Background: an optimization exercise with open tools, aiming at a short achievable clock period and few clock cycles. Do not read the settings as production practice.
RTL that was checked went through simulation tests only; none was proved equivalent to the original.
Power and IR drop assume default switching activity.

==> run a: inputs <==
// cr16_core
module cr16_core
       (input wire I_CLK,
        input wire I_NRESET,
        input wire [15:0] I_MEM_DATA,
        input wire [15:0] I_EXT_MEM_DATA,
        output wire [15:0] O_MEM_DATA,
        output wire [15:0] O_MEM_ADDRESS,
        output wire O_MEM_WRITE_ENABLE,
        output wire [15:0] O_EXT_MEM_DATA,
        output wire [15:0] O_EXT_MEM_ADDRESS,
        output wire O_EXT_MEM_WRITE_ENABLE);
==> flow/config.mk <==
export PLATFORM = sky130hd
export DESIGN_NAME = cr16_core
export DESIGN_NICKNAME = cr16_core
export VERILOG_FILES = /design/flow/design.v
export SDC_FILE = /design/flow/constraint.sdc
export NUM_CORES = 4
export LEC_CHECK = 0
export CAP_MARGIN = 80
export CORE_MARGIN = 2
export CORE_UTILIZATION = 40
export SLEW_MARGIN = 60
==> flow/constraint.sdc <==
create_clock -name core_clock -period 15.0 [get_ports {I_CLK}]
set_input_delay 3.0000 -clock core_clock [delete_from_list [all_inputs] [get_ports {I_CLK}]]
set_output_delay 3.0000 -clock core_clock [all_outputs]
set_load 0.01 [all_outputs]
standard.sh (not shown) runs the stock make flow with config.mk's settings and CLKGATE_MAP_FILE= SYNTH_SCRIPT=/design/flow/synth_recipe.tcl, a recipe that flattens the netlist after the stock synthesis.
==> flow/flow/run.sh <==
#!/bin/bash
# Layout flow: the standard flow, with the delay cells (clkdlybuf4s*, dlygate4sd*,
# dlymetal6s*) kept out of the layout steps so that buffering and resizing use ordinary buffers.
# The synthesis is the standard one, unchanged. Each step's full output goes to its own log here.
set -euo pipefail
DU="sky130_fd_sc_hd__probe_p_8 sky130_fd_sc_hd__probec_p_8 sky130_fd_sc_hd__lpflow_bleeder_1 sky130_fd_sc_hd__lpflow_clkbufkapwr_1 sky130_fd_sc_hd__lpflow_clkbufkapwr_16 sky130_fd_sc_hd__lpflow_clkbufkapwr_2 sky130_fd_sc_hd__lpflow_clkbufkapwr_4 sky130_fd_sc_hd__lpflow_clkbufkapwr_8 sky130_fd_sc_hd__lpflow_clkinvkapwr_1 sky130_fd_sc_hd__lpflow_clkinvkapwr_16 sky130_fd_sc_hd__lpflow_clkinvkapwr_2 sky130_fd_sc_hd__lpflow_clkinvkapwr_4 sky130_fd_sc_hd__lpflow_clkinvkapwr_8 sky130_fd_sc_hd__lpflow_decapkapwr_12 sky130_fd_sc_hd__lpflow_decapkapwr_3 sky130_fd_sc_hd__lpflow_decapkapwr_4 sky130_fd_sc_hd__lpflow_decapkapwr_6 sky130_fd_sc_hd__lpflow_decapkapwr_8 sky130_fd_sc_hd__lpflow_inputiso0n_1 sky130_fd_sc_hd__lpflow_inputiso0p_1 sky130_fd_sc_hd__lpflow_inputiso1n_1 sky130_fd_sc_hd__lpflow_inputiso1p_1 sky130_fd_sc_hd__lpflow_inputisolatch_1 sky130_fd_sc_hd__lpflow_isobufsrc_1 sky130_fd_sc_hd__lpflow_isobufsrc_16 sky130_fd_sc_hd__lpflow_isobufsrc_2 sky130_fd_sc_hd__lpflow_isobufsrc_4 sky130_fd_sc_hd__lpflow_isobufsrc_8 sky130_fd_sc_hd__lpflow_isobufsrckapwr_16 sky130_fd_sc_hd__lpflow_lsbuf_lh_hl_isowell_tap_1 sky130_fd_sc_hd__lpflow_lsbuf_lh_hl_isowell_tap_2 sky130_fd_sc_hd__lpflow_lsbuf_lh_hl_isowell_tap_4 sky130_fd_sc_hd__lpflow_lsbuf_lh_isowell_4 sky130_fd_sc_hd__lpflow_lsbuf_lh_isowell_tap_1 sky130_fd_sc_hd__lpflow_lsbuf_lh_isowell_tap_2 sky130_fd_sc_hd__lpflow_lsbuf_lh_isowell_tap_4  sky130_fd_sc_hd__clkdlybuf4s15_1 sky130_fd_sc_hd__clkdlybuf4s15_2 sky130_fd_sc_hd__clkdlybuf4s18_1 sky130_fd_sc_hd__clkdlybuf4s18_2 sky130_fd_sc_hd__clkdlybuf4s25_1 sky130_fd_sc_hd__clkdlybuf4s25_2 sky130_fd_sc_hd__clkdlybuf4s50_1 sky130_fd_sc_hd__clkdlybuf4s50_2 sky130_fd_sc_hd__dlygate4sd1_1 sky130_fd_sc_hd__dlygate4sd2_1 sky130_fd_sc_hd__dlygate4sd3_1 sky130_fd_sc_hd__dlymetal6s2s_1 sky130_fd_sc_hd__dlymetal6s4s_1 sky130_fd_sc_hd__dlymetal6s6s_1"
bash standard.sh synth > run_synth.log 2>&1
bash standard.sh "DONT_USE_CELLS=$DU" finish > run_layout.log 2>&1
==> inputs of run b, as changes to run a <==
--- a/flow/design.v
+++ b/flow/design.v
@@ -45,30 +45,59 @@
     reg [15:0] sm, cy;
     begin
         sm = a ^ b ^ c;
         cy = (a & b) | (a & c) | (b & c);
         csa = {cy[14:0], 1'b0, sm};
     end
 endfunction
+function automatic [63:0] mulcs16(input [15:0] a, input [15:0] b);
+    reg [15:0][15:0] r;
+    reg [31:0] t0, t1, t2, t3, t4, t5, t6, t7, t8, t9, t10, t11;
+    begin
+        r[0] = b[0] ? a << 0 : 16'b0;
+        r[1] = b[1] ? a << 1 : 16'b0;
+        r[2] = b[2] ? a << 2 : 16'b0;
+        r[3] = b[3] ? a << 3 : 16'b0;
+        r[4] = b[4] ? a << 4 : 16'b0;
+        r[5] = b[5] ? a << 5 : 16'b0;
+        r[6] = b[6] ? a << 6 : 16'b0;
+        r[7] = b[7] ? a << 7 : 16'b0;
+        r[8] = b[8] ? a << 8 : 16'b0;
+        r[9] = b[9] ? a << 9 : 16'b0;
+        r[10] = b[10] ? a << 10 : 16'b0;
+        r[11] = b[11] ? a << 11 : 16'b0;
+        r[12] = b[12] ? a << 12 : 16'b0;
+        r[13] = b[13] ? a << 13 : 16'b0;
+        r[14] = b[14] ? a << 14 : 16'b0;
+        r[15] = b[15] ? a << 15 : 16'b0;
+        t0 = csa(r[0], r[1], r[2]);
+        t1 = csa(r[3], r[4], r[5]);
+        t2 = csa(r[6], r[7], r[8]);
+        t3 = csa(r[9], r[10], r[11]);
+        t4 = csa(r[12], r[13], r[14]);
+        t5 = csa(t0[15:0], t0[31:16], t1[15:0]);
+        t6 = csa(t1[31:16], t2[15:0], t2[31:16]);
+        t7 = csa(t3[15:0], t3[31:16], t4[15:0]);
+        t8 = csa(t5[15:0], t5[31:16], t6[15:0]);
+        t9 = csa(t6[31:16], t7[15:0], t7[31:16]);
+        t10 = csa(t8[15:0], t8[31:16], t9[15:0]);
+        t11 = csa(t9[31:16], t4[31:16], r[15]);
+        mulcs16 = {t11[31:16], t11[15:0], t10[31:16], t10[15:0]};
+    end
+endfunction
 function automatic [15:0] add4(input [15:0] a, input [15:0] b, input [15:0] c, input [15:0] d);
     reg [31:0] x, y;
     reg [16:0] r;
     begin
         x = csa(a, b, c);
         y = csa(x[15:0], x[31:16], d);
         r = add16(y[15:0], y[31:16], 1'b0);
         add4 = r[15:0];
     end
 endfunction
-function automatic [15:0] mul4(input [15:0] a, input [3:0] b);
-    begin
-        mul4 = add4(b[0] ? a : 16'b0, b[1] ? a << 1 : 16'b0, b[2] ? a << 2 : 16'b0,
-                    b[3] ? a << 3 : 16'b0);
-    end
-endfunction
 reg [15:0][15:0] rf;      
 reg [4:0] flags;          
 reg [15:0] maddr, mwd;
 reg mwe;
 reg [15:0] xaddr, xwd;
 reg xwe;
 assign O_MEM_ADDRESS          = maddr;
@@ -138,15 +167,15 @@
 reg [3:0] sh;
 reg [3:0] e_rd, e_ldrd, e_cc;
 reg e_add, e_addc, e_sub, e_not, e_and, e_or, e_xor, e_lsh, e_rsh;
 reg e_alu, e_mul, e_ssf, e_wrd;
 reg e_push, e_call, e_store, e_pop, e_ret, e_load, e_loadx, e_storex, e_bc, e_jc;
 reg m_v;                  
 reg [3:0] m_rd;
-reg [15:0] ma, mb, mp0, mp1, mp2, mp3;
+reg [15:0] ma, mb, mp0, mp1, mp2, mp3;    
 reg wb_v;
 reg [3:0] wb_rd;
 reg [15:0] wb_d;
 wire e_stall = 1'b0;
 wire e_go    = e_v && !e_stall;
 reg ctrue;
 always @(*) begin
@@ -349,31 +378,38 @@
 wire sd_call = d_call || d_calld;
 wire [15:0] sd_d = r_pc1;
 wire [15:0] r_disp = d_bc ? {{8{ir[7]}}, ir[7:0]} : {{4{ir[11]}}, ir[11:0]};
 wire t_imm = d_bc || d_calld;
 wire [16:0] t8_s = add16({8'b0, r_pc1[7:0]}, {8'b0, ir[7:0]}, 1'b0);
 wire [8:0] t8_lo = t8_s[8:0];
 wire [7:0] p1_hi = r_pc1[15:8];
-wire [7:0] p1_hi_inc = p1_hi + 8'd1;
-wire [7:0] p1_hi_dec = p1_hi - 8'd1;
+wire [15:0] p1_hi_i16 = inc16({8'b0, p1_hi});
+wire [15:0] p1_hi_d16 = ~inc16({8'hFF, ~p1_hi});    
+wire [7:0] p1_hi_inc = p1_hi_i16[7:0];
+wire [7:0] p1_hi_dec = p1_hi_d16[7:0];
 wire [7:0] t8_hi = (ir[7] == t8_lo[8]) ? p1_hi : t8_lo[8] ? p1_hi_inc : p1_hi_dec;
 wire [16:0] t12_s = add16({4'b0, r_pc1[11:0]}, {4'b0, ir[11:0]}, 1'b0);
 wire [12:0] t12_lo = t12_s[12:0];
 wire [3:0] p1_h4 = r_pc1[15:12];
-wire [3:0] t12_hi = (ir[11] == t12_lo[12]) ? p1_h4 : t12_lo[12] ? p1_h4 + 4'd1 : p1_h4 - 4'd1;
+wire [15:0] p1_h4_i16 = inc16({12'b0, p1_h4});
+wire [15:0] p1_h4_d16 = ~inc16({12'hFFF, ~p1_h4});
+wire [3:0] t12_hi = (ir[11] == t12_lo[12]) ? p1_h4 : t12_lo[12] ? p1_h4_i16[3:0] : p1_h4_d16[3:0];
 wire [15:0] r_tgt = d_bc ? {t8_hi, t8_lo[7:0]} : {t12_hi, t12_lo[11:0]};
 wire [15:0] r_ptgt = d_ret ? ras_eff : r_tgt;
 wire [15:0] tgt_d = d_ret ? r_cd : r_tgt;
 wire a_pt = ar_pt;
 wire [15:0] a_ptgt = ar_ptgt;
 wire enq = ar_f && !kill && !rdr;
 wire ar_f_n = rq_f && !kill && !rdr;
 wire [3:0] held = {1'b0, qn} + {3'b0, ir_v};
 wire room = ({2'b0, ar_f} + {2'b0, rq_f} + {1'b0, held}) <= 4'd4;
 wire ir_take = issue || !ir_v;          
+wire [2:0] qn_p1 = {qn[1] & qn[0], qn[1] ^ qn[0], ~qn[0]};           
+wire [2:0] qn_m1 = {1'b0, qn[2] | (qn[1] & qn[0]), ~qn[0]};           
+wire ir_ld = (iv && !r_stall && !e_stall) || !ir_v;
 wire q_deq = ir_take && qn != 3'd0;    
 wire q_enq = enq && !(ir_take && qn == 3'd0);
 integer i;
 always @(posedge I_CLK or negedge I_NRESET) begin
     if (!I_NRESET) begin
         rf       <= '0;
         flags    <= 5'b0;
@@ -487,18 +523,15 @@
         wb_v  <= e_we;
         wb_rd <= e_wr;
         wb_d  <= e_wd;
         flags <= flags_n;
         m_v  <= e_go && e_mul;
         m_rd <= e_rd;
         if (e_go && e_mul) begin
-            mp0 <= mul4(ma, mb[3:0]);
-            mp1 <= mul4(ma << 4, mb[7:4]);
-            mp2 <= mul4(ma << 8, mb[11:8]);
-            mp3 <= mul4(ma << 12, mb[15:12]);
+            {mp3, mp2, mp1, mp0} <= mulcs16(ma, mb);
         end
         lq_v  <= e_go && (e_pop || e_load || e_loadx);
         lq_c  <= e_chit && !e_loadx;
         lq_cd <= e_cdata;
         la_c  <= lq_c;
         la_cd <= lq_cd;
         if (e_mw) begin
@@ -608,33 +641,32 @@
                 irpt   <= 1'b1;
                 irptgt <= r_ptgt;
             end
         end
         else begin
             if (q_enq) qt <= {qt[2:0], qt[3]};
             if (q_deq) qh <= {qh[2:0], qh[3]};
-            qn <= q_deq ? (q_enq ? qn : qn - 3'd1) : (q_enq ? qn + 3'd1 : qn);
+            qn <= (q_deq == q_enq) ? qn : q_enq ? qn_p1 : qn_m1;
             if (ir_take) begin
                 ir_v <= qn != 3'd0 || enq;
                 if (qn != 3'd0) begin
-                    ir     <= qh_i;
-                    irpc   <= qh_pc;
-                    r_pc1  <= qh_pc1;
                     irptgt <= qh_ptgt;
                     irpt   <= qh_pt;
                 end
                 else begin
-                    ir     <= I_MEM_DATA;
-                    irpc   <= ar_pc;
-                    r_pc1  <= ar_pc1;
                     irptgt <= a_ptgt;
                     irpt   <= a_pt;
                 end
             end
         end
+        if (ir_ld) begin
+            ir    <= (qn != 3'd0) ? qh_i : I_MEM_DATA;
+            irpc  <= (qn != 3'd0) ? qh_pc : ar_pc;
+            r_pc1 <= (qn != 3'd0) ? qh_pc1 : ar_pc1;
+        end
         if (!e_stall && d_mul) begin
             ma <= opa_e;
             mb <= rb_w;
         end
         if (!e_stall && (d_lsh || d_rsh))
             sh <= opa_d[3:0];
         if (kill)
Settings changed: CAP_MARGIN 80 to 60.
==> inputs of run c, as changes to run a <==
Settings changed: SLEW_MARGIN 60 to 40.
==> inputs of run d, as changes to run a <==
--- a/flow/design.v
+++ b/flow/design.v
@@ -45,30 +45,59 @@
     reg [15:0] sm, cy;
     begin
         sm = a ^ b ^ c;
         cy = (a & b) | (a & c) | (b & c);
         csa = {cy[14:0], 1'b0, sm};
     end
 endfunction
+function automatic [63:0] mulcs16(input [15:0] a, input [15:0] b);
+    reg [15:0][15:0] r;
+    reg [31:0] t0, t1, t2, t3, t4, t5, t6, t7, t8, t9, t10, t11;
+    begin
+        r[0] = b[0] ? a << 0 : 16'b0;
+        r[1] = b[1] ? a << 1 : 16'b0;
+        r[2] = b[2] ? a << 2 : 16'b0;
+        r[3] = b[3] ? a << 3 : 16'b0;
+        r[4] = b[4] ? a << 4 : 16'b0;
+        r[5] = b[5] ? a << 5 : 16'b0;
+        r[6] = b[6] ? a << 6 : 16'b0;
+        r[7] = b[7] ? a << 7 : 16'b0;
+        r[8] = b[8] ? a << 8 : 16'b0;
+        r[9] = b[9] ? a << 9 : 16'b0;
+        r[10] = b[10] ? a << 10 : 16'b0;
+        r[11] = b[11] ? a << 11 : 16'b0;
+        r[12] = b[12] ? a << 12 : 16'b0;
+        r[13] = b[13] ? a << 13 : 16'b0;
+        r[14] = b[14] ? a << 14 : 16'b0;
+        r[15] = b[15] ? a << 15 : 16'b0;
+        t0 = csa(r[0], r[1], r[2]);
+        t1 = csa(r[3], r[4], r[5]);
+        t2 = csa(r[6], r[7], r[8]);
+        t3 = csa(r[9], r[10], r[11]);
+        t4 = csa(r[12], r[13], r[14]);
+        t5 = csa(t0[15:0], t0[31:16], t1[15:0]);
+        t6 = csa(t1[31:16], t2[15:0], t2[31:16]);
+        t7 = csa(t3[15:0], t3[31:16], t4[15:0]);
+        t8 = csa(t5[15:0], t5[31:16], t6[15:0]);
+        t9 = csa(t6[31:16], t7[15:0], t7[31:16]);
+        t10 = csa(t8[15:0], t8[31:16], t9[15:0]);
+        t11 = csa(t9[31:16], t4[31:16], r[15]);
+        mulcs16 = {t11[31:16], t11[15:0], t10[31:16], t10[15:0]};
+    end
+endfunction
 function automatic [15:0] add4(input [15:0] a, input [15:0] b, input [15:0] c, input [15:0] d);
     reg [31:0] x, y;
     reg [16:0] r;
     begin
         x = csa(a, b, c);
         y = csa(x[15:0], x[31:16], d);
         r = add16(y[15:0], y[31:16], 1'b0);
         add4 = r[15:0];
     end
 endfunction
-function automatic [15:0] mul4(input [15:0] a, input [3:0] b);
-    begin
-        mul4 = add4(b[0] ? a : 16'b0, b[1] ? a << 1 : 16'b0, b[2] ? a << 2 : 16'b0,
-                    b[3] ? a << 3 : 16'b0);
-    end
-endfunction
 reg [15:0][15:0] rf;      
 reg [4:0] flags;          
 reg [15:0] maddr, mwd;
 reg mwe;
 reg [15:0] xaddr, xwd;
 reg xwe;
 assign O_MEM_ADDRESS          = maddr;
@@ -138,15 +167,15 @@
 reg [3:0] sh;
 reg [3:0] e_rd, e_ldrd, e_cc;
 reg e_add, e_addc, e_sub, e_not, e_and, e_or, e_xor, e_lsh, e_rsh;
 reg e_alu, e_mul, e_ssf, e_wrd;
 reg e_push, e_call, e_store, e_pop, e_ret, e_load, e_loadx, e_storex, e_bc, e_jc;
 reg m_v;                  
 reg [3:0] m_rd;
-reg [15:0] ma, mb, mp0, mp1, mp2, mp3;
+reg [15:0] ma, mb, mp0, mp1, mp2, mp3;    
 reg wb_v;
 reg [3:0] wb_rd;
 reg [15:0] wb_d;
 wire e_stall = 1'b0;
 wire e_go    = e_v && !e_stall;
 reg ctrue;
 always @(*) begin
@@ -349,31 +378,38 @@
 wire sd_call = d_call || d_calld;
 wire [15:0] sd_d = r_pc1;
 wire [15:0] r_disp = d_bc ? {{8{ir[7]}}, ir[7:0]} : {{4{ir[11]}}, ir[11:0]};
 wire t_imm = d_bc || d_calld;
 wire [16:0] t8_s = add16({8'b0, r_pc1[7:0]}, {8'b0, ir[7:0]}, 1'b0);
 wire [8:0] t8_lo = t8_s[8:0];
 wire [7:0] p1_hi = r_pc1[15:8];
-wire [7:0] p1_hi_inc = p1_hi + 8'd1;
-wire [7:0] p1_hi_dec = p1_hi - 8'd1;
+wire [15:0] p1_hi_i16 = inc16({8'b0, p1_hi});
+wire [15:0] p1_hi_d16 = ~inc16({8'hFF, ~p1_hi});    
+wire [7:0] p1_hi_inc = p1_hi_i16[7:0];
+wire [7:0] p1_hi_dec = p1_hi_d16[7:0];
 wire [7:0] t8_hi = (ir[7] == t8_lo[8]) ? p1_hi : t8_lo[8] ? p1_hi_inc : p1_hi_dec;
 wire [16:0] t12_s = add16({4'b0, r_pc1[11:0]}, {4'b0, ir[11:0]}, 1'b0);
 wire [12:0] t12_lo = t12_s[12:0];
 wire [3:0] p1_h4 = r_pc1[15:12];
-wire [3:0] t12_hi = (ir[11] == t12_lo[12]) ? p1_h4 : t12_lo[12] ? p1_h4 + 4'd1 : p1_h4 - 4'd1;
+wire [15:0] p1_h4_i16 = inc16({12'b0, p1_h4});
+wire [15:0] p1_h4_d16 = ~inc16({12'hFFF, ~p1_h4});
+wire [3:0] t12_hi = (ir[11] == t12_lo[12]) ? p1_h4 : t12_lo[12] ? p1_h4_i16[3:0] : p1_h4_d16[3:0];
 wire [15:0] r_tgt = d_bc ? {t8_hi, t8_lo[7:0]} : {t12_hi, t12_lo[11:0]};
 wire [15:0] r_ptgt = d_ret ? ras_eff : r_tgt;
 wire [15:0] tgt_d = d_ret ? r_cd : r_tgt;
 wire a_pt = ar_pt;
 wire [15:0] a_ptgt = ar_ptgt;
 wire enq = ar_f && !kill && !rdr;
 wire ar_f_n = rq_f && !kill && !rdr;
 wire [3:0] held = {1'b0, qn} + {3'b0, ir_v};
 wire room = ({2'b0, ar_f} + {2'b0, rq_f} + {1'b0, held}) <= 4'd4;
 wire ir_take = issue || !ir_v;          
+wire [2:0] qn_p1 = {qn[1] & qn[0], qn[1] ^ qn[0], ~qn[0]};           
+wire [2:0] qn_m1 = {1'b0, qn[2] | (qn[1] & qn[0]), ~qn[0]};           
+wire ir_ld = (iv && !r_stall && !e_stall) || !ir_v;
 wire q_deq = ir_take && qn != 3'd0;    
 wire q_enq = enq && !(ir_take && qn == 3'd0);
 integer i;
 always @(posedge I_CLK or negedge I_NRESET) begin
     if (!I_NRESET) begin
         rf       <= '0;
         flags    <= 5'b0;
@@ -487,18 +523,15 @@
         wb_v  <= e_we;
         wb_rd <= e_wr;
         wb_d  <= e_wd;
         flags <= flags_n;
         m_v  <= e_go && e_mul;
         m_rd <= e_rd;
         if (e_go && e_mul) begin
-            mp0 <= mul4(ma, mb[3:0]);
-            mp1 <= mul4(ma << 4, mb[7:4]);
-            mp2 <= mul4(ma << 8, mb[11:8]);
-            mp3 <= mul4(ma << 12, mb[15:12]);
+            {mp3, mp2, mp1, mp0} <= mulcs16(ma, mb);
         end
         lq_v  <= e_go && (e_pop || e_load || e_loadx);
         lq_c  <= e_chit && !e_loadx;
         lq_cd <= e_cdata;
         la_c  <= lq_c;
         la_cd <= lq_cd;
         if (e_mw) begin
@@ -608,33 +641,32 @@
                 irpt   <= 1'b1;
                 irptgt <= r_ptgt;
             end
         end
         else begin
             if (q_enq) qt <= {qt[2:0], qt[3]};
             if (q_deq) qh <= {qh[2:0], qh[3]};
-            qn <= q_deq ? (q_enq ? qn : qn - 3'd1) : (q_enq ? qn + 3'd1 : qn);
+            qn <= (q_deq == q_enq) ? qn : q_enq ? qn_p1 : qn_m1;
             if (ir_take) begin
                 ir_v <= qn != 3'd0 || enq;
                 if (qn != 3'd0) begin
-                    ir     <= qh_i;
-                    irpc   <= qh_pc;
-                    r_pc1  <= qh_pc1;
                     irptgt <= qh_ptgt;
                     irpt   <= qh_pt;
                 end
                 else begin
-                    ir     <= I_MEM_DATA;
-                    irpc   <= ar_pc;
-                    r_pc1  <= ar_pc1;
                     irptgt <= a_ptgt;
                     irpt   <= a_pt;
                 end
             end
         end
+        if (ir_ld) begin
+            ir    <= (qn != 3'd0) ? qh_i : I_MEM_DATA;
+            irpc  <= (qn != 3'd0) ? qh_pc : ar_pc;
+            r_pc1 <= (qn != 3'd0) ? qh_pc1 : ar_pc1;
+        end
         if (!e_stall && d_mul) begin
             ma <= opa_e;
             mb <= rb_w;
         end
         if (!e_stall && (d_lsh || d_rsh))
             sh <= opa_d[3:0];
         if (kill)
==> comparison <==
Clock skew, lowest first: run a, run d, run c, run b. Between run b and run a, the lower combinational power is in run b (gap about 9%, measured against run a). Fmax: run d > run a > run c > run b. Global-route usage: run b < run d < run a < run c. Between run d and run a, the lower flip-flop and latch count is in run d (gap 6). Of run c and run b, run c has the higher die area (gap about 0.4%, measured against run b).
==> figures <==
metric	run a	run b	run d	run c
Status	timing/DRC/antenna clean	timing/DRC/antenna clean	timing/DRC/antenna clean	timing/DRC/antenna clean
Global placement routability congestion	1.022	1.004	1.004	1.022
Number of instances in the synthesized netlist	11250	11200	11200	11250
Clk sinks	2414	2408	2408	2414
GR Layer Usage met1	42.85%	43.35%	43.82%	42.55%
Net count reported at finish	12830	11420	12840	13420
Final Cycle Share	37.00%	39.00%	36.71%	37.96%
Layout fillers	26820	27310	26350	26850
WP buf/inv	8	3	10	12
Power attributed to the clock group	0.00716 W	0.00699 W	0.00694 W	0.00709 W
VDD IR-drop max	0.1676 mV	0.1545 mV	0.1543 mV	0.1359 mV
Seq power	0.0103 W	0.0122 W	0.0112 W	0.0101 W
Area taken by flip-flops and latches	0.06063 mm²	0.06050 mm²	0.06046 mm²	0.06050 mm²
Non-filler instance count after layout	16770	15330	16740	17360
Testbench counts of run b, summed over its fixed seeds: cycles 300,005.
Testbench counts of run d, summed over its fixed seeds: cycles 300,005.
For run a and run c, only the layout was checked, not whether the RTL still works.

==> afterwards: timing with drivers on the ports <==
How much do the figures lean on ideal ports? The routed layouts below were timed once more, with nothing changed but the port constraints.
Step 1 sets driving cells, clkbuf_16 on the clock port and buf_2 on the other inputs (assumed; they add their load-dependent delay and slew).
Step 2 times the ports against the registers' clock, not the clock port: input delays grow and output delays shrink by t, the midpoint of the rising clock arrivals with the driver on.
Slacks: ideal ports / drivers / drivers and shift; pairs: ideal ports / drivers.
run	shift t [ns]	setup WS [ns]	worst register clock-pin slew, ns
run a	1.022	9.449 / 9.449 / 9.097	0.07 / 0.07
run b	1.002	9.151 / 9.151 / 9.151	0.07 / 0.07
run c	1.025	9.306 / 9.306 / 9.222	0.07 / 0.07
run d	0.997	9.494 / 9.494 / 9.387	0.07 / 0.07
After both steps setup and hold are still met in every run listed. For run a, which loses most, drivers alone change the setup slack by 0.000 ns; drivers and shift together by -0.352 ns. The worst setup slack also covers recovery checks on asynchronous resets.
